Source: an optimization exercise on an open RTL-to-GDS flow (aim: small area, a short achievable clock period and few clock cycles). Production flows keep margins and buffers that such runs may drop.
Function was not checked in any run shown here: the RTL went through the layout flow alone.
Power is estimated from default activity; no workload was simulated.

[flow/flow/run.sh]
#!/bin/bash
# Standard synthesis; every combinational cell set to its family's smallest
# size (flow/downsize.tcl); then the standard layout with port buffers of a
# stronger cell and sizing not held to each cell's footprint, whose timing
# repair sizes up what the timing needs.
set -euo pipefail
bash standard.sh synth > synth.log 2>&1
openroad -no_init -exit flow/downsize.tcl > downsize.log 2>&1
touch orfs/results/sky130hd/cpu/base/1_synth.sdc
bash standard.sh MATCH_CELL_FOOTPRINT=0 'BUFFER_PORTS_ARGS=-buffer_cell sky130_fd_sc_hd__buf_4' finish > layout.log 2>&1
[flow/flow/downsize.tcl]
# Sets every combinational cell of the synthesized netlist to the smallest
# cell of its family (same function and pins); flip-flops and clock cells
# are left as they are. The layout's timing repair then sizes up what the
# timing needs.
set odb orfs/results/sky130hd/cpu/base/1_synth.odb
read_db $odb
set db [ord::get_db]
set block [ord::get_db_block]
set n 0
set saved 0
foreach inst [$block getInsts] {
  set m [$inst getMaster]
  set name [$m getName]
  if {![regexp {^(sky130_fd_sc_hd__[a-z0-9]+)_([0-9]+)$} $name -> fam sz]} { continue }
  if {[regexp {__(df|dl|sdf|edf|clk|probe|lpflow|conb|tap|fill|decap)} $fam]} { continue }
  set best $m
  set ba [expr {[$m getWidth] * [$m getHeight]}]
  foreach s {0 1 2 3 4 6 8 12 16} {
    set c [$db findMaster ${fam}_$s]
    if {$c eq "NULL" || $c eq ""} { continue }
    set a [expr {[$c getWidth] * [$c getHeight]}]
    if {$a < $ba} { set best $c; set ba $a }
  }
  if {$best ne $m} {
    set saved [expr {$saved + [$m getWidth] * [$m getHeight] - $ba}]
    $inst swapMaster $best
    incr n
  }
}
puts "downsized $n cells, [expr {$saved / 1e6}] um2"
write_db $odb
[flow/standard.sh]
#!/bin/bash
# synth_recipe.tcl (not shown) runs the flow's synth.tcl, then flattens the netlist and writes it again
# the make line also repeats each setting of config.mk as NAME=value (left out here)
make -C /OpenROAD-flow-scripts/flow DESIGN_CONFIG=/design/flow/config.mk WORK_HOME=/design/flow/orfs CLKGATE_MAP_FILE= SYNTH_SCRIPT=/design/flow/synth_recipe.tcl "${@:-finish}"
[flow/config.mk]
export PLATFORM = sky130hd
export DESIGN_NAME = cpu
export DESIGN_NICKNAME = cpu
export VERILOG_FILES = /design/flow/design.v
export SDC_FILE = /design/flow/constraint.sdc
export NUM_CORES = 4
export LEC_CHECK = 0
export CAP_MARGIN = 20
export CORE_MARGIN = 2
export CORE_UTILIZATION = 40
export CTS_CLUSTER_DIAMETER = 120
export CTS_CLUSTER_SIZE = 25
export SETUP_SLACK_MARGIN = 2.2
export SLEW_MARGIN = 20
export SYNTH_HIERARCHICAL = 1
export SYNTH_MINIMUM_KEEP_SIZE = 0
[flow/constraint.sdc]
create_clock -name core_clock -period 5.5 [get_ports {clk}]
set_input_delay 1.1000 -clock core_clock [delete_from_list [all_inputs] [get_ports {clk}]]
set_output_delay 1.1000 -clock core_clock [all_outputs]
set_load 0.01 [all_outputs]
[flow/design.v]
module FSM_controller(reset, s, load, rep, w_nx, rep_nx, start);
    input reset, s, load, rep;
    output w_nx, rep_nx, start;
    assign w_nx = ~reset & ~(s & ~load);
    assign rep_nx = ~reset & s & ~load;
    assign start = ~reset & ((s & load) | rep);
endmodule
module ALU(g, t, ci, wc, cmp, creg, freg, res, out, f);
    input [15:0] g, t, creg;
    input ci, wc, cmp;
    input [2:0] freg;
    output [15:0] res, out;
    output [2:0] f;
    localparam [15:0] CINV = 16'b0000_0000_1111_0010;
    wire [15:0] c;
    carries cy(.g(g), .t(t), .ci(ci), .c(c));
    wire [15:0] x = t & ~g;
    wire [15:0] r0 = x ^ CINV;
    wire [15:0] r1 = ~x ^ CINV;
    csel16 sres(.c(c), .d0(r0), .d1(r1), .y(res));
    wire [15:0] o0 = wc ? r0 : creg;
    wire [15:0] o1 = wc ? r1 : creg;
    csel16 sout(.c(c), .d0(o0), .d1(o1), .y(out));
    wire z = cmp ? &x : freg[2];
    wire n0 = cmp ? x[15] : freg[1];
    wire n1 = cmp ? ~x[15] : freg[1];
    wire v00 = cmp ? (x[15] ^ x[7]) : freg[0];
    wire v11 = cmp ? ~(x[15] ^ x[7]) : freg[0];
    wire n, v;
    csel1 sn(.c(c[15]), .d0(n0), .d1(n1), .y(n));
    csel4 sv(.c1(c[15]), .c0(c[7]), .d00(v11), .d01(v00), .d10(v00), .d11(v11), .y(v));
    assign f = {z, n, v};
endmodule
module csel16(c, d0, d1, y);
    input [15:0] c, d0, d1;
    output [15:0] y;
    assign y = (c & d1) | (~c & d0);
endmodule
module csel1(c, d0, d1, y);
    input c, d0, d1;
    output y;
    assign y = (c & d1) | (~c & d0);
endmodule
module csel4(c1, c0, d00, d01, d10, d11, y);
    input c1, c0, d00, d01, d10, d11;
    output y;
    reg y;
    always @(*)
        case ({c1, c0})
            2'b00: y = d00;
            2'b01: y = d01;
            2'b10: y = d10;
            default: y = d11;
        endcase
endmodule
module pfx_n(gh, th, gl, tl, ng, nt);
    input gh, th, gl, tl;
    output ng, nt;
    assign ng = ~(gh | (th & gl));
    assign nt = ~(th & tl);
endmodule
module pfx_ng(gh, th, gl, ng);
    input gh, th, gl;
    output ng;
    assign ng = ~(gh | (th & gl));
endmodule
module pfx_p(ngh, nth, ngl, ntl, g, t);
    input ngh, nth, ngl, ntl;
    output g, t;
    assign g = ~(ngh & (nth | ngl));
    assign t = ~(nth | ntl);
endmodule
module pfx_pg(ngh, nth, ngl, g);
    input ngh, nth, ngl;
    output g;
    assign g = ~(ngh & (nth | ngl));
endmodule
module carries(g, t, ci, c);
    input [15:0] g, t;
    input ci;
    output [15:0] c;
    wire [15:0] g0 = {g[14:0], ci};
    wire [15:0] t0 = {t[14:0], 1'b0};
    wire [15:0] g1, t1, g2, t2, g3, t3, g4;    
    genvar i;
    generate
        for (i = 0; i < 16; i = i + 1) begin : l1
            if (i >= 2) begin : nd
                pfx_n u(.gh(g0[i]), .th(t0[i]), .gl(g0[i-1]), .tl(t0[i-1]), .ng(g1[i]), .nt(t1[i]));
            end else if (i == 1) begin : ng
                pfx_ng u(.gh(g0[i]), .th(t0[i]), .gl(g0[i-1]), .ng(g1[i]));
                assign t1[i] = 1'b1;
            end else begin : pass
                assign g1[i] = ~g0[i];
                assign t1[i] = 1'b1;
            end
        end
        for (i = 0; i < 16; i = i + 1) begin : l2
            if (i >= 4) begin : nd
                pfx_p u(.ngh(g1[i]), .nth(t1[i]), .ngl(g1[i-2]), .ntl(t1[i-2]), .g(g2[i]), .t(t2[i]));
            end else if (i >= 2) begin : ng
                pfx_pg u(.ngh(g1[i]), .nth(t1[i]), .ngl(g1[i-2]), .g(g2[i]));
                assign t2[i] = 1'b0;
            end else begin : pass
                assign g2[i] = ~g1[i];
                assign t2[i] = 1'b0;
            end
        end
        for (i = 0; i < 16; i = i + 1) begin : l3
            if (i >= 8) begin : nd
                pfx_n u(.gh(g2[i]), .th(t2[i]), .gl(g2[i-4]), .tl(t2[i-4]), .ng(g3[i]), .nt(t3[i]));
            end else if (i >= 4) begin : ng
                pfx_ng u(.gh(g2[i]), .th(t2[i]), .gl(g2[i-4]), .ng(g3[i]));
                assign t3[i] = 1'b1;
            end else begin : pass
                assign g3[i] = ~g2[i];
                assign t3[i] = 1'b1;
            end
        end
        for (i = 8; i < 16; i = i + 1) begin : l4
            pfx_pg u(.ngh(g3[i]), .nth(t3[i]), .ngl(g3[i-8]), .g(g4[i]));
        end
    endgenerate
    assign c = {g4[15:8], g3[7:4], g2[3:2], g1[1], g0[0]};
endmodule
module shifter (in, shift, sout);
    input [15:0] in;
    input [1:0] shift;
    output [15:0] sout;
    reg [15:0] sout;
    always @(*) begin
        case (shift)
            2'b00: sout = in;                   
            2'b01: sout = {in[14:0], 1'b0};     
            2'b10: sout = {1'b0, in[15:1]};     
            default: sout = {in[15], in[15:1]};  
        endcase
    end
endmodule
module regfile(we, wa, wk);
    input we;
    input [2:0] wa;
    output [7:0] wk;
    assign wk = {8{we}} & (8'b1 << wa);
endmodule
module readport(sel, we, wr, wa, wd, d0, d1, d2, d3, d4, d5, d6, d7, q);
    input [2:0] sel, wa;
    input [7:0] we;
    input wr;
    input [15:0] wd, d0, d1, d2, d3, d4, d5, d6, d7;
    output [15:0] q;
    wire [7:0] oh;
    wire hit;
    rdec dec(.sel(sel), .we(we), .oh(oh));
    hitcmp hc(.sel(sel), .wr(wr), .wa(wa), .hit(hit));
    ohmux om(.oh(oh), .hit(hit), .wd(wd), .d0(d0), .d1(d1), .d2(d2), .d3(d3), .d4(d4), .d5(d5),
             .d6(d6), .d7(d7), .q(q));
endmodule
module rdec(sel, we, oh);
    input [2:0] sel;
    input [7:0] we;
    output [7:0] oh;
    assign oh = (8'b1 << sel) & ~we;
endmodule
module hitcmp(sel, wr, wa, hit);
    input [2:0] sel, wa;
    input wr;
    output hit;
    assign hit = wr & (sel == wa);
endmodule
module ohmux(oh, hit, wd, d0, d1, d2, d3, d4, d5, d6, d7, q);
    input [7:0] oh;
    input hit;
    input [15:0] wd, d0, d1, d2, d3, d4, d5, d6, d7;
    output [15:0] q;
    assign q = ({16{oh[0]}} & d0) | ({16{oh[1]}} & d1) | ({16{oh[2]}} & d2) | ({16{oh[3]}} & d3) |
               ({16{oh[4]}} & d4) | ({16{oh[5]}} & d5) | ({16{oh[6]}} & d6) | ({16{oh[7]}} & d7) |
               ({16{hit}} & wd);
endmodule
module instruction_decoder(ins, start, wr, wc, cmp, ci, arith, andop, movi, inv, rd);
    input [15:0] ins;
    input start;
    output wr, wc, cmp, ci, arith, andop, movi, inv;
    output [2:0] rd;
    wire [2:0] opcode = ins[15:13];
    wire [1:0] op = ins[12:11];
    wire alu  = (opcode == 3'b101);
    wire mov  = (opcode == 3'b110);
    wire movr = mov && (op == 2'b00);
    wire iscmp = alu && (op == 2'b01);
    assign movi = mov && (op == 2'b10);
    assign wr  = start & (movi | movr | (alu & ~iscmp));
    assign wc  = start & (movr | (alu & ~iscmp));
    assign cmp = start & iscmp;
    assign andop = alu && (op == 2'b10);
    assign ci  = iscmp;
    assign arith = alu && (op[1] == 1'b0);    
    assign inv = alu && op[0];            
    assign rd = movi ? ins[10:8] : ins[7:5];
endmodule
module insmux(rep, in, ir, q);
    parameter n = 16;
    input rep;
    input [n-1:0] in, ir;
    output [n-1:0] q;
    assign q = rep ? ir : in;
endmodule
module datapath(a, b, imm, arith, andop, movi, inv, g, t);
    input [15:0] a, b;
    input [7:0] imm;
    input arith, andop, movi, inv;
    output [15:0] g, t;
    wire [15:0] bx = b ^ {16{inv}};
    wire [15:0] sx = {{8{imm[7]}}, imm};
    wire [15:0] k1 = (a | {16{~andop}}) & {16{~movi}};
    wire [15:0] k0 = (a & {16{arith}}) | (sx & {16{movi}});
    assign g = a & bx & {16{arith}};
    assign t = (bx & k1) | k0;
endmodule
module cpu(clk, reset, s, load, in, out, N, V, Z, w);
    input clk, reset, s, load;
    input [15:0] in;
    output [15:0] out;
    output N, V, Z, w;
    reg w, rep;
    reg [15:0] ir;
    wire w_nx, rep_nx, start;
    FSM_controller ctl(.reset(reset), .s(s), .load(load), .rep(rep),
                       .w_nx(w_nx), .rep_nx(rep_nx), .start(start));
    always @(posedge clk) begin
        w <= w_nx;
        rep <= rep_nx;
        if (load) ir <= in;
    end
    wire [15:0] ins;
    wire [2:0] rn, rm;
    wire [1:0] sh;
    insmux #(16) mi(.rep(rep), .in(in), .ir(ir), .q(ins));
    insmux #(3) mn(.rep(rep), .in(in[10:8]), .ir(ir[10:8]), .q(rn));
    insmux #(3) mm(.rep(rep), .in(in[2:0]), .ir(ir[2:0]), .q(rm));
    insmux #(2) ms(.rep(rep), .in(in[4:3]), .ir(ir[4:3]), .q(sh));
    wire wr1, wc1, cmp1, ci1, arith, andop, movi, inv;
    wire [2:0] rd1;
    instruction_decoder dec(.ins(ins), .start(start), .wr(wr1), .wc(wc1), .cmp(cmp1),
                            .ci(ci1), .arith(arith), .andop(andop), .movi(movi), .inv(inv),
                            .rd(rd1));
    reg [15:0] r0, r1, r2, r3, r4, r5, r6, r7;
    reg wr2;
    reg [2:0] rd2;
    wire [15:0] res;
    wire [7:0] we;
    regfile rf(.we(wr2), .wa(rd2), .wk(we));
    always @(posedge clk) begin
        if (we[0]) r0 <= res;
        if (we[1]) r1 <= res;
        if (we[2]) r2 <= res;
        if (we[3]) r3 <= res;
        if (we[4]) r4 <= res;
        if (we[5]) r5 <= res;
        if (we[6]) r6 <= res;
        if (we[7]) r7 <= res;
    end
    wire [15:0] a, braw, b;
    readport pa(.sel(rn), .we(we), .wr(wr2), .wa(rd2), .wd(res), .d0(r0), .d1(r1), .d2(r2), .d3(r3),
                .d4(r4), .d5(r5), .d6(r6), .d7(r7), .q(a));
    readport pb(.sel(rm), .we(we), .wr(wr2), .wa(rd2), .wd(res), .d0(r0), .d1(r1), .d2(r2), .d3(r3),
                .d4(r4), .d5(r5), .d6(r6), .d7(r7), .q(braw));
    shifter shf(.in(braw), .shift(sh), .sout(b));
    wire [15:0] g1, t1;
    datapath dp(.a(a), .b(b), .imm(ins[7:0]), .arith(arith), .andop(andop), .movi(movi), .inv(inv),
                .g(g1), .t(t1));
    reg [15:0] g2, t2, creg;
    reg ci2, wc2, cmp2;
    reg [2:0] freg;
    wire [15:0] out_nx;
    wire [2:0] f_nx;
    always @(posedge clk) begin
        g2 <= g1;
        t2 <= t1;
        ci2 <= ci1;
        wr2 <= wr1;
        wc2 <= wc1;
        cmp2 <= cmp1;
        rd2 <= rd1;
        creg <= out_nx;
        freg <= f_nx;
    end
    ALU alu(.g(g2), .t(t2), .ci(ci2), .wc(wc2), .cmp(cmp2), .creg(creg), .freg(freg),
            .res(res), .out(out_nx), .f(f_nx));
    assign out = out_nx;
    assign {Z, N, V} = f_nx;
endmodule
==> summary.txt, run 1 <==
Finish
  • ANT cells: 0
  • Proportion of layout cells with a drive suffix above 1: 19.46%
  • Fill count: 2276
  • Nets@finish: 898
  • Finished Core Util: 46.33%
  • Area Growth Syn to Fin: 13.10%

Worst setup path
  • Setup crit end: V
  • Critical path data arrival time: ~2.2 ns
  • Buf+Inv Stages, Crit Path: 1
  • R2r startpoint: rd2[0]
  • R2r worst-path depth: 8
  • Reg2reg end: t2[2]
  • CP Cell Sequence: a21oi_4 -> o21ai_4 -> a21oi_4 -> mux4_2 -> buf_4
  • CP endpoint kind: primary output
  • Slowest-stage cell, CP: mux4_2
  • WP depth: 5
  • CP dominant cell by count: a21oi_4
  • Slowest Stage Delay on Critical Path: roughly 0.54 ns
  • CP Launch Point: ci2
  • Top Family by Delay on Critical Path: compound AO/OA/AOI/OAI gates
  • Required time of the critical path: 4.40 ns
  • Worst Setup Path Type: reg2out
  • Startpoint Class: flip-flop
  • Critical Path Fanout Max: 5
  • Worst R2R Setup Slack: 2.40 ns

CTS
  • Hold Buf Count CTS: 0
  • CTS max path bufs: 3
  • CTS buffer count: 12
  • Root Buffer Master: clkbuf_16
  • CTS tree: yes
  • Clk sink count: 204
  • Register clock-pin slew on the reported worst setup and hold paths: 0.10 ns
  • H-tree depth: 1
  • Skew-Pair Late Insertion Delay: 0.48 ns

STA
  • Slew Limit Fails: 0
  • Rel. slew slack: 36.20%
  • Fmax: ~300 MHz
  • Unrepaired setup endpoints after global routing: yes
  • Number of setup violations in the final report: 0
  • Tcrit/Tclk final: between 50% and 60%
  • Tmin final: 3.261 ns
  • Fin. Hold Viols: 0
  • Layout Skew: 0.02708 ns
  • Setup TNS: 0 ns
  • Worst slew pin tran: 0.9570 ns

Routing
  • Post-route ant nets: 0
  • Residual DRC: 0
  • DR WL/cell: 22.36 um
  • Avg Vias per Cell: 5.980
  • Final WL: 27010 um
  • DR iter-0 viols: 737
  • First drt pass iteration count: 8
  • Vias after detailed routing: ~7200

Floorplanning
  • Die ar.: 0.02626 mm2
  • # rows: between 50 and 60
  • Die width: 162.1 um
  • Die Ht: 162.1 um
  • Num ports: 40
  • Starting density of the core: 40.97%
  • Area of the core: 0.02439 mm2

Worst hold path
  • Hold path cells: 2
  • HP Class: reg2reg
  • Min-delay src: freg[2]

Flow run
  • # Max-Cap Violations: 0

Global routing
  • Gr usage total: 20.33%
  • Largest net degree at the start of global routing: 49
  • Global-route wire length before repair: 40850 um
  • Initial antenna violation count: 0
  • Vias in the first global route: 6944
  • Remaining Overflow, GRT: 0

Place
  • GPL Wtd Cong: 0.9075
  • Hpwl dp: about 18000 um
  • PortBufs: 39

Run status
  • Outcome: no timing/DRC/antenna violations

Synth
  • Yosys warns: 9
  • Synthesized netlist net count: 878
  • Avg Cell Area, Syn: between 10 and 15 um2
  • Post-Synthesis Cells: ~860
  • Post-Synthesis Cell Area: 0.009992 mm2

Power
  • Pwr dens: 330.1 mW/mm2
  • Peak VDD IR: 153.0 uV
  • Leak Pwr: 3.848 nW
==> where the power goes <==
group	total (mW)	internal [mW]	switching, mW	leakage [nW]
sequential	1.89	1.82	0.0724	1.81
clock	0.956	0.451	0.504	0.179
combinational	0.884	0.378	0.506	1.86
total	3.73	2.65	1.08	3.85
==> tightest hold or removal path: stages (launching register included) <==
cell and delay [ns]:
dfxtp_1 0.32, nand2_1 0.04, o41ai_1 0.07
==> layout by cell type (no fill, tap or decap), drive strengths merged, types with 32 or more instances in the layout <==
| cell | count |
|---|---|
| o21ai | 37 |
| nor2 | 52 |
| edfxtp | 144 |
| dfxtp | 60 |
| a222oi | 32 |
| nand3 | 34 |
| a22oi | 33 |
| a21oi | 47 |
| a22o | 33 |
| buf | 65 |
| nand2 | 63 |
| mux2 | 78 |
| a221oi | 32 |
==> state kept, by name, indices dropped and copies added, names as in the netlist <==
signal and flops:
r6 16, r1 16, wc2 1, freg 3
cmp2 1, ci2 1, t2 16, r0 16
creg 16, wr2 1, r7 16, rd2 3
r2 16, rep 1, r5 16, r3 16
w 1, ir 16, g2 16, r4 16
==> routing by layer <==
layer / global-route usage, % / vias to the layer above / share of wire, %
met3: 3.882 / 42 / 8.5
met4: 6.034 / 0 / 2.2
li1: - / 3400 / -
met1: 27.27 / 3469 / 42
met2: 33.64 / 313 / 47
met5: 0 / - / 0
==> worst min path at each step <==
stage / slack (ns) / endpoint
floorplan: 0.55 / rd2[0]
global placement: 0.44 / freg[2]
detailed placement: 0.44 / freg[2]
CTS: 0.47 / freg[2]
global route: 0.52 / freg[2]
finish: 0.46 / freg[2]
==> repair_timing <==
item,4_1_cts,5_1_grt
pin swaps,2,4
resized for setup,27,39
setup endpoints to repair,24,32
setup buffers,2,7
==> stage by stage <==
step / total power, mW / instances / hold slack [ns] / setup slack [ns] / cell area, um2
floorplan: 2.464 / 858 / 0.5538 / 2.213 / 10010
global placement: 2.750 / 1179 / 0.4401 / 1.716 / 10660
detailed placement: 2.773 / 1179 / 0.4385 / 1.628 / 10660
CTS: 3.737 / 1201 / 0.4657 / 2.201 / 11160
global route: 3.919 / 1208 / 0.5193 / 2.109 / 11300
finish: 3.731 / 1208 / 0.4635 / 2.239 / 11300
==> final cells by class <==
class                   count  area, um2  share of cell area [%]
clock buffers              19      347.8                   3.078
clock inverters             1      30.03                  0.2657
inverters                  24      90.09                  0.7972
multi-input cells         571       4398                   38.92
flip-flops and latches    204       5538                   49.00
well taps                 324      405.4                   3.587
repair buffers             65      491.7                   4.351
==> run 2: changes to the inputs <==
--- a/flow/config.mk
+++ b/flow/config.mk
@@ -12,3 +12,3 @@
 export CTS_CLUSTER_SIZE = 25
-export SETUP_SLACK_MARGIN = 2.2
+export SETUP_SLACK_MARGIN = 2.4
 export SLEW_MARGIN = 20
==> run 2 against run 1 <==
Compared with the run above: still clean; die area stayed put; non-clock buffer count is 21 higher; core utilization is 2.8 points higher; via count is 3.3% higher; register-to-register slack better by 0.08 ns; synthesized area stayed put; flip-flop and latch count stayed put; setup slack better by 0.075 ns; maximum frequency is 2.4% higher; largest cell class unchanged; largest power group unchanged; highest routed layer unchanged.
==> summary.txt, run 2 <==
Finish
  • Proportion of layout cells with a drive suffix above 1: 28.89% (was 19.46%)
  • Most frequent cells in the layout: edfxtp_1 (144), buf_4 (77), nand2_1 (59) (was edfxtp_1 (144), buf_4 (64), nand2_1 (63))
  • Most common cell after layout, fill and taps aside: edfxtp_1 (unchanged)
  • ANT cells: 0 (unchanged)
  • Area Growth Syn to Fin: 19.98% (was 13.10%)
  • Nets@finish: 921 (was 898)

Floorplanning
  • Area of the core: 0.02439 mm2 (unchanged)
  • Die width: 162.1 um (unchanged)
  • Num ports: 40 (unchanged)
  • Die Ht: 162.1 um (unchanged)
  • Starting density of the core: 40.97% (unchanged)
  • # rows: 57 (unchanged)
  • Die ar.: 0.02626 mm2 (unchanged)

Worst setup path
  • CP dominant cell by count: a21oi_4 (unchanged)
  • CP Cell Sequence: a21oi_4 -> o21ai_4 -> a21oi_4 -> mux4_2 -> buf_6 (was a21oi_4 -> o21ai_4 -> a21oi_4 -> mux4_2 -> buf_4)
  • Slowest Stage Delay on Critical Path: 0.55 ns (was 0.54 ns)
  • Critical path data arrival time: 2.09 ns (was 2.16 ns)
  • Top Family by Delay on Critical Path: multiplexers (was compound AO/OA/AOI/OAI gates)
  • Critical Path Fanout Max: 4 (was 5)
  • WP depth: 5 (unchanged)
  • Worst R2R Setup Slack: 2.48 ns (was 2.40 ns)
  • Buf+Inv Stages, Crit Path: 1 (unchanged)
  • Slowest-stage cell, CP: mux4_2 (unchanged)
  • Required time of the critical path: 4.40 ns (about the same)
  • CP endpoint kind: primary output (unchanged)
  • R2r worst-path depth: 12 (was 8)
  • Worst Setup Path Type: reg2out (unchanged)
  • Startpoint Class: flip-flop (unchanged)

CTS
  • Root Buffer Master: clkbuf_16 (unchanged)
  • CTS tree: yes (unchanged)
  • CTS buffer count: 12 (unchanged)
  • H-tree depth: 1 (unchanged)
  • Clk sink count: 204 (unchanged)
  • Register clock-pin slew on the reported worst setup and hold paths: 0.10 ns (about the same)
  • CTS max path bufs: 3 (unchanged)
  • Skew-Pair Late Insertion Delay: 0.48 ns (about the same)

Routing
  • Avg Vias per Cell: 6.060 (was 5.980)
  • M1 WL: 12330 um (was 11340 um)
  • Post-route ant nets: 0 (unchanged)
  • Final WL: 28750 um (was 27010 um)
  • Metal3 WL: 2055 um (was 2291 um)
  • Top Layer Used: met4 (unchanged)
  • First drt pass iteration count: 5 (was 8)
  • DR WL/cell: 23.36 um (was 22.36 um)
  • WL met2: 13680 um (was 12770 um)
  • Vias after detailed routing: 7460 (was 7224)
  • DR iter-0 viols: 727 (was 737)
  • Residual DRC: 0 (unchanged)

STA
  • Hold_ws: 0.4825 ns (was 0.4635 ns)
  • Unrepaired setup endpoints after global routing: yes (unchanged)
  • Rel. slew slack: 35.89% (was 36.20%)
  • Fmax: 313.9 MHz (was 306.7 MHz)
  • Tcrit/Tclk final: 57.91% (was 59.28%)
  • Worst slew pin tran: 0.9616 ns (was 0.9570 ns)
  • Fin. Hold Viols: 0 (unchanged)
  • Number of setup violations in the final report: 0 (unchanged)
  • Layout Skew: 0.02847 ns (was 0.02708 ns)
  • Setup TNS: 0 ns (unchanged)
  • Slew Limit Fails: 0 (unchanged)
  • Tmin final: 3.185 ns (was 3.261 ns)

Synth
  • Post-Synthesis Cell Area: 0.009992 mm2 (unchanged)
  • Yosys warns: 9 (unchanged)
  • Synthesized netlist net count: 878 (unchanged)
  • Avg Cell Area, Syn: 11.65 um2 (unchanged)
  • Post-Synthesis Cells: 858 (unchanged)

Flow run
  • # Max-Cap Violations: 0 (unchanged)

Global routing
  • Global-route wire length before repair: 42060 um (was 40850 um)
  • Initial antenna violation count: 0 (unchanged)
  • Vias in the first global route: 7181 (was 6944)
  • Remaining Overflow, GRT: 0 (unchanged)
  • Largest net degree at the start of global routing: 49 (unchanged)
  • Gr usage total: 20.76% (was 20.33%)

Place
  • Hpwl dp: 17770 um (was 17890 um)
  • PortBufs: 39 (unchanged)
  • GPL Wtd Cong: 0.9013 (was 0.9075)

Power
  • Peak VDD IR: 162.9 uV (was 153.0 uV)
  • Leak Pwr: 4.128 nW (was 3.848 nW)
  • Pwr dens: 320.3 mW/mm2 (was 330.1 mW/mm2)
  • Overall Power: 3.840 mW (was 3.731 mW)

Run status
  • Outcome: no timing/DRC/antenna violations (unchanged)

Worst hold path
  • HP Class: reg2reg (unchanged)
  • Hold path cells: 2 (unchanged)
run 2: worst register-to-register path, cell delays in order (launching register included):
cell,delay (ns)
dfxtp_4,0.40
nand2_1,0.14
o21ai_4,0.24
inv_1,0.08
o21ai_2,0.20
buf_4,0.15
mux2_2,0.44
a221oi_2,0.30
nand3_1,0.20
mux2i_1,0.18
o21ai_0,0.11
xnor2_1,0.17
o311ai_1,0.30
run 2: area by class of cell:
class | count | area, um2
clock buffer | 19 | 347.8
clock inverter | 1 | 30.03
fill | 2167 | 12400
inverter | 24 | 90.09
multi-input combinational | 573 | 4813
sequential | 204 | 5574
tap | 324 | 405.4
timing repair buffer | 86 | 728.2
run 2: power breakdown:
part | total, mW | internal [mW] | switching [mW] | leakage (nW)
sequential | 1.91 | 1.82 | 0.0875 | 1.82
combinational | 0.959 | 0.418 | 0.540 | 2.13
clock | 0.970 | 0.452 | 0.518 | 0.179
total | 3.84 | 2.69 | 1.15 | 4.13
run 2: final timing paths:
check / startpoint / to
setup reg to reg: t2[1] / t2[10]
hold / removal: freg[2] / freg[2]
hold reg to reg: freg[2] / freg[2]
setup / recovery: ci2 / V
run 2: per-stage QoR:
stage               util (%)  worst slack [ns]  area, um2  cells
global placement       43.77             1.560      10680   1177
global route           49.15             2.224      11990   1231
floorplan                  -             2.372      10060    858
finish                 49.15             2.315      11990   1231
CTS                    47.19             2.310      11510   1214
detailed placement     43.77             1.552      10680   1177
run 2: repair_timing:
item                                    in CTS  in global routing
resized for setup                           92                 83
hold buffers                                 0                  0
buffers inserted                            17                 14
endpoints found under the setup margin      51                 43
pin swaps                                   11                 23
gates cloned                                 0                  3
run 2: layer usage:
metal / global-route usage, % / vias up
li1: - / 3457
met2: 35.01 / 279
met3: 3.192 / 41
met4: 5.511 / 0
met1: 28.02 / 3683
met5: 0 / -
==> run 3: changes to the inputs <==
==> flow/flow/run.sh (replaced) <==
#!/bin/bash
# Standard synthesis, then the standard layout with port buffers of a
# stronger cell and sizing not held to each cell's footprint.
set -euo pipefail
bash standard.sh synth > synth.log 2>&1
bash standard.sh MATCH_CELL_FOOTPRINT=0 'BUFFER_PORTS_ARGS=-buffer_cell sky130_fd_sc_hd__buf_4' finish > layout.log 2>&1
--- a/flow/config.mk
+++ b/flow/config.mk
@@ -12,3 +12,3 @@
 export CTS_CLUSTER_SIZE = 25
-export SETUP_SLACK_MARGIN = 2.4
+export SETUP_SLACK_MARGIN = 2.0
 export SLEW_MARGIN = 20
removed: flow/flow/downsize.tcl
==> run 3 against run 2 <==
Compared with the run above: critical path depth up 1; global-route usage down 0.88 points; sequential power about the same; setup slack worse by 0.22 ns; critical endpoint is now out[9]; register-to-register slack worse by 0.21 ns; largest power group unchanged; non-clock buffer count down 29; first-iteration DRC count up 16%.
==> summary.txt, run 3 <==
Floorplanning
  • Area of the core: 0.02621 mm2 (was 0.02439 mm2)
  • # rows: 59 (was 57)
  • Starting density of the core: 40.96% (was 40.97%)
  • Die ar.: 0.02816 mm2 (was 0.02626 mm2)
  • Die Ht: 167.8 um (was 162.1 um)
  • Num ports: 40 (unchanged)
  • Die width: 167.8 um (was 162.1 um)

Worst setup path
  • R2r worst-path depth: 8 (was 12)
  • WP depth: 6 (was 5)
  • Buf+Inv Stages, Crit Path: 1 (unchanged)
  • CP dominant cell by count: nand2_1 (was a21oi_4)
  • Worst Setup Path Type: reg2out (unchanged)
  • Slowest Stage Delay on Critical Path: 0.44 ns (was 0.55 ns)
  • Required time of the critical path: 4.40 ns (about the same)
  • Critical path data arrival time: 2.31 ns (was 2.09 ns)
  • CP Cell Sequence: nand2_1 -> nor2_1 -> nand2_1 -> o21ai_1 -> mux2_4 -> buf_4 (was a21oi_4 -> o21ai_4 -> a21oi_4 -> mux4_2 -> buf_6)
  • CP endpoint kind: primary output (unchanged)
  • Startpoint Class: flip-flop (unchanged)
  • Critical Path Fanout Max: 5 (was 4)
  • Slowest-stage cell, CP: dfxtp_1 (was mux4_2)
  • Worst R2R Setup Slack: 2.27 ns (was 2.48 ns)
  • Top Family by Delay on Critical Path: simple AND/OR/NAND/NOR gates (was multiplexers)

Synth
  • Count leader, synth: edfxtp_1
  • Ys async rst share: 0%
  • Avg Cell Area, Syn: 12.51 um2 (was 11.65 um2)
  • Synth top area share: 40.28%
  • EDFF count, synth: 144
  • Biggest area consumer among synthesized cells: edfxtp_1
  • Post-Synthesis Cells: 858 (unchanged)
  • Yosys warns: 9 (unchanged)
  • Commonest cells in the netlist: edfxtp_1 (144), nand2_1 (63), dfxtp_1 (60), nor2_1 (52), mux2_4 (46)
  • Synth cell types: 54
  • Top_reg_cell synth: edfxtp_1
  • Seq/Total Area, Yosys: 51.47%
  • Synthesized netlist net count: 878 (unchanged)
  • Seq cells post-synth: 204
  • Synth top area cells: edfxtp_1 (40%), dfxtp_1 (11%), mux2_4 (6.4%), mux2_2 (3.4%), a222oi_1 (3.0%)
  • Post-Synthesis Cell Area: 0.01073 mm2 (was 0.009992 mm2)

STA
  • Fin. Hold Viols: 0 (unchanged)
  • Fmax: 293.6 MHz (was 313.9 MHz)
  • Slew Limit Fails: 0 (unchanged)
  • Worst slew pin tran: 1.169 ns (was 0.9616 ns)
  • Unrepaired setup endpoints after global routing: yes (unchanged)
  • Worst setup margin: 2.094 ns (was 2.315 ns)
  • Tcrit/Tclk final: 61.93% (was 57.91%)
  • Number of setup violations in the final report: 0 (unchanged)
  • Layout Skew: 0.03527 ns (was 0.02847 ns)
  • Rel. slew slack: 22.09% (was 35.89%)
  • Setup TNS: 0 ns (unchanged)
  • Tmin final: 3.406 ns (was 3.185 ns)

Routing
  • DR iter-0 viols: 842 (was 727)
  • Final WL: 27820 um (was 28750 um)
  • First drt pass iteration count: 8 (was 5)
  • Post-route ant nets: 0 (unchanged)
  • Avg Vias per Cell: 5.929 (was 6.060)
  • Residual DRC: 0 (unchanged)
  • DR WL/cell: 22.97 um (was 23.36 um)
  • Vias after detailed routing: 7180 (was 7460)

Power
  • Int Pwr: 2.724 mW (was 2.694 mW)
  • Peak VDD IR: 150.3 uV (was 162.9 uV)
  • Seq pwr share: 49.4% (was 49.8%)
  • Combinational share of power: 25.5% (was 25.0%)
  • Pwr dens: 330.0 mW/mm2 (was 320.3 mW/mm2)
  • Clk pwr share: 25.1% (was 25.3%)
  • Switching fraction of total power: 29.12% (was 29.83%)
  • P_sw: 1.119 mW (was 1.146 mW)
  • Leak Pwr: 4.012 nW (was 4.128 nW)

Worst hold path
  • HP Class: reg2reg (unchanged)
  • Hold path cells: 2 (unchanged)

Run status
  • Outcome: no timing/DRC/antenna violations (unchanged)

Finish
  • Fill count: 2390 (was 2167)
  • Nets@finish: 890 (was 921)
  • Proportion of layout cells with a drive suffix above 1: 30.02% (was 28.89%)
  • Area Growth Syn to Fin: 8.486% (was 19.98%)
  • Most common cell after layout, fill and taps aside: edfxtp_1 (unchanged)
  • ANT cells: 0 (unchanged)
  • Most frequent cells in the layout: edfxtp_1 (144), nand2_1 (63), dfxtp_1 (56), buf_4 (56), nor2_1 (50) (was edfxtp_1 (144), buf_4 (77), nand2_1 (59))
  • Finished Core Util: 44.44% (was 49.15%)

Flow run
  • # Max-Cap Violations: 0 (unchanged)

CTS
  • CTS tree: yes (unchanged)
  • CTS max path bufs: 3 (unchanged)
  • Skew-Pair Late Insertion Delay: 0.49 ns (was 0.48 ns)
  • Register clock-pin slew on the reported worst setup and hold paths: 0.11 ns (was 0.10 ns)
  • Root Buffer Master: clkbuf_16 (unchanged)
  • CTS buffer count: 12 (unchanged)
  • H-tree depth: 1 (unchanged)
  • Clk sink count: 204 (unchanged)

Place
  • GPL Wtd Cong: 0.8404 (was 0.9013)
  • Setup WS pre-CTS: 1.454 ns (was 1.552 ns)
  • Hpwl dp: 18220 um (was 17770 um)
  • PortBufs: 39 (unchanged)

Global routing
  • Global-route wire length before repair: 43210 um (was 42060 um)
  • Vias in the first global route: 7259 (was 7181)
  • Largest net degree at the start of global routing: 49 (unchanged)
  • Remaining Overflow, GRT: 0 (unchanged)
  • Initial antenna violation count: 0 (unchanged)
  • Gr usage total: 19.88% (was 20.76%)
## run 3: cell count changes in the layout (fill, tap and decap cells not counted), sizes merged
| cell | change |
|---|---|
| buf | -28 |
| and4 | -1 |
| and4b | -1 |
| clkbuf | -1 |
## run 3: per-layer routing
layer,vias up,track usage [%],share of wire [%]
met2,261,34.23,48
met3,44,2.609,6.5
met5,-,0,0
met4,0,4.991,2.0
met1,3494,26.62,43
li1,3381,-,-
## run 3: worst reg2reg max path, cell delays in order (launching register included)
cell and delay [ns]:
dfxtp_1 0.58, and4b_4 0.58, and4bb_2 0.48, a222oi_1 0.43, nand3_1 0.26, mux2i_1 0.23
o21ai_1 0.09, xnor2_1 0.18, o311ai_2 0.30
## run 3: logic make-up after synthesis
family / count (synthesis) / share of synthesized area (%)
and+or+nand+nor: 222 / 11.54
muxes: 94 / 11.40
DFF: 204 / 51.47
buffers and inverters: 83 / 5.024
xor gates and xnor gates: 23 / 1.877
AOI/OAI and AO/OA: 232 / 18.69
## run 3: area by class of cell
type,count,area (um2),share of cell area (%)
Sequential cell,204,5530,47.49
Multi-Input combinational cell,571,4796,41.18
Timing Repair Buffer,57,431.7,3.707
Tap cell,335,419.2,3.599
Clock buffer,19,347.8,2.987
Inverter,24,90.09,0.7736
Clock inverter,1,30.03,0.2579
## run 3: what timing repair did
action / 4_1_cts / 5_1_grt
resized for setup: 13 / 12
endpoints found under the setup margin: 17 / 20
hold buffers: 0 / 0
pin swaps: 0 / 3
cloned: 0 / 0
setup buffers: 0 / 4
## run 3: Yosys stat by module, one instance, submodules excluded, a selection
| module | cells | copies in the design |
|---|---|---|
| shifter | 52 | 1 |
| datapath | 95 | 1 |
| instruction_decoder | 21 | 1 |
| pfx_ng | 1 | 5 |
| regfile | 8 | 1 |
| carries | 12 | 1 |
| csel4 | 1 | 1 |
| pfx_p | 2 | 12 |
| pfx_n | 2 | 22 |
| pfx_pg | 1 | 10 |
## run 3: per-stage QoR
step                hold WS (ns)  power (mW)  instance area, um2  cells
global placement          0.4376       2.877               11160   1187
detailed placement        0.4316       2.897               11160   1187
floorplan                 0.5164       2.608               10730    858
CTS                       0.4659       3.861               11590   1207
global route              0.5288       4.031               11640   1211
finish                    0.4639       3.843               11640   1211
## run 3: path summary, 6_finish.rpt
check,startpoint,end
hold reg to reg,freg[2],freg[2]
setup reg to reg,rd2[2],t2[7]
hold / removal,freg[2],freg[2]
setup / recovery,t2[5],out[9]
## run 3: power groups by stage
stage | combinational (mW) | sequential [mW] | clock, mW
2_1_floorplan | 0.702 | 1.91 | 0
3_3_place_gp | 0.948 | 1.93 | 0
3_5_place_dp | 0.969 | 1.93 | 0
4_1_cts | 0.976 | 1.90 | 0.989
5_1_grt | 1.08 | 1.91 | 1.04
6_report | 0.979 | 1.90 | 0.966

## re-timing with driven ports
The flow's constraints put no driver on any port. The routed layouts listed below were extracted and timed again, unchanged, in two steps. Step 1, drivers: a clkbuf_16 drives clk and a buf_2 each remaining input, both assumed. Step 2 moves the port delays by t, midway between the first and last clock arrival at a register: inputs arrive t later, outputs are due t later. That takes back most of the time a late clock gives input paths. Slacks: no drivers / after step 1 / after step 2; pairs: no drivers / after step 1.
run	t, ns	setup WS [ns]	clock arrival spread, ns	cell pins on the clock port's net
run 1	0.512	2.239 / 2.195 / 1.907	0.027 / 0.027	1
run 2	0.511	2.315 / 2.270 / 1.906	0.034 / 0.034	1
run 3	0.512	2.094 / 2.051 / 1.779	0.036 / 0.035	1
After both steps setup and hold are still met in every run listed. The setup slack of run 2, which loses most, moves by -0.045 ns with the drivers and by -0.409 ns with both steps.
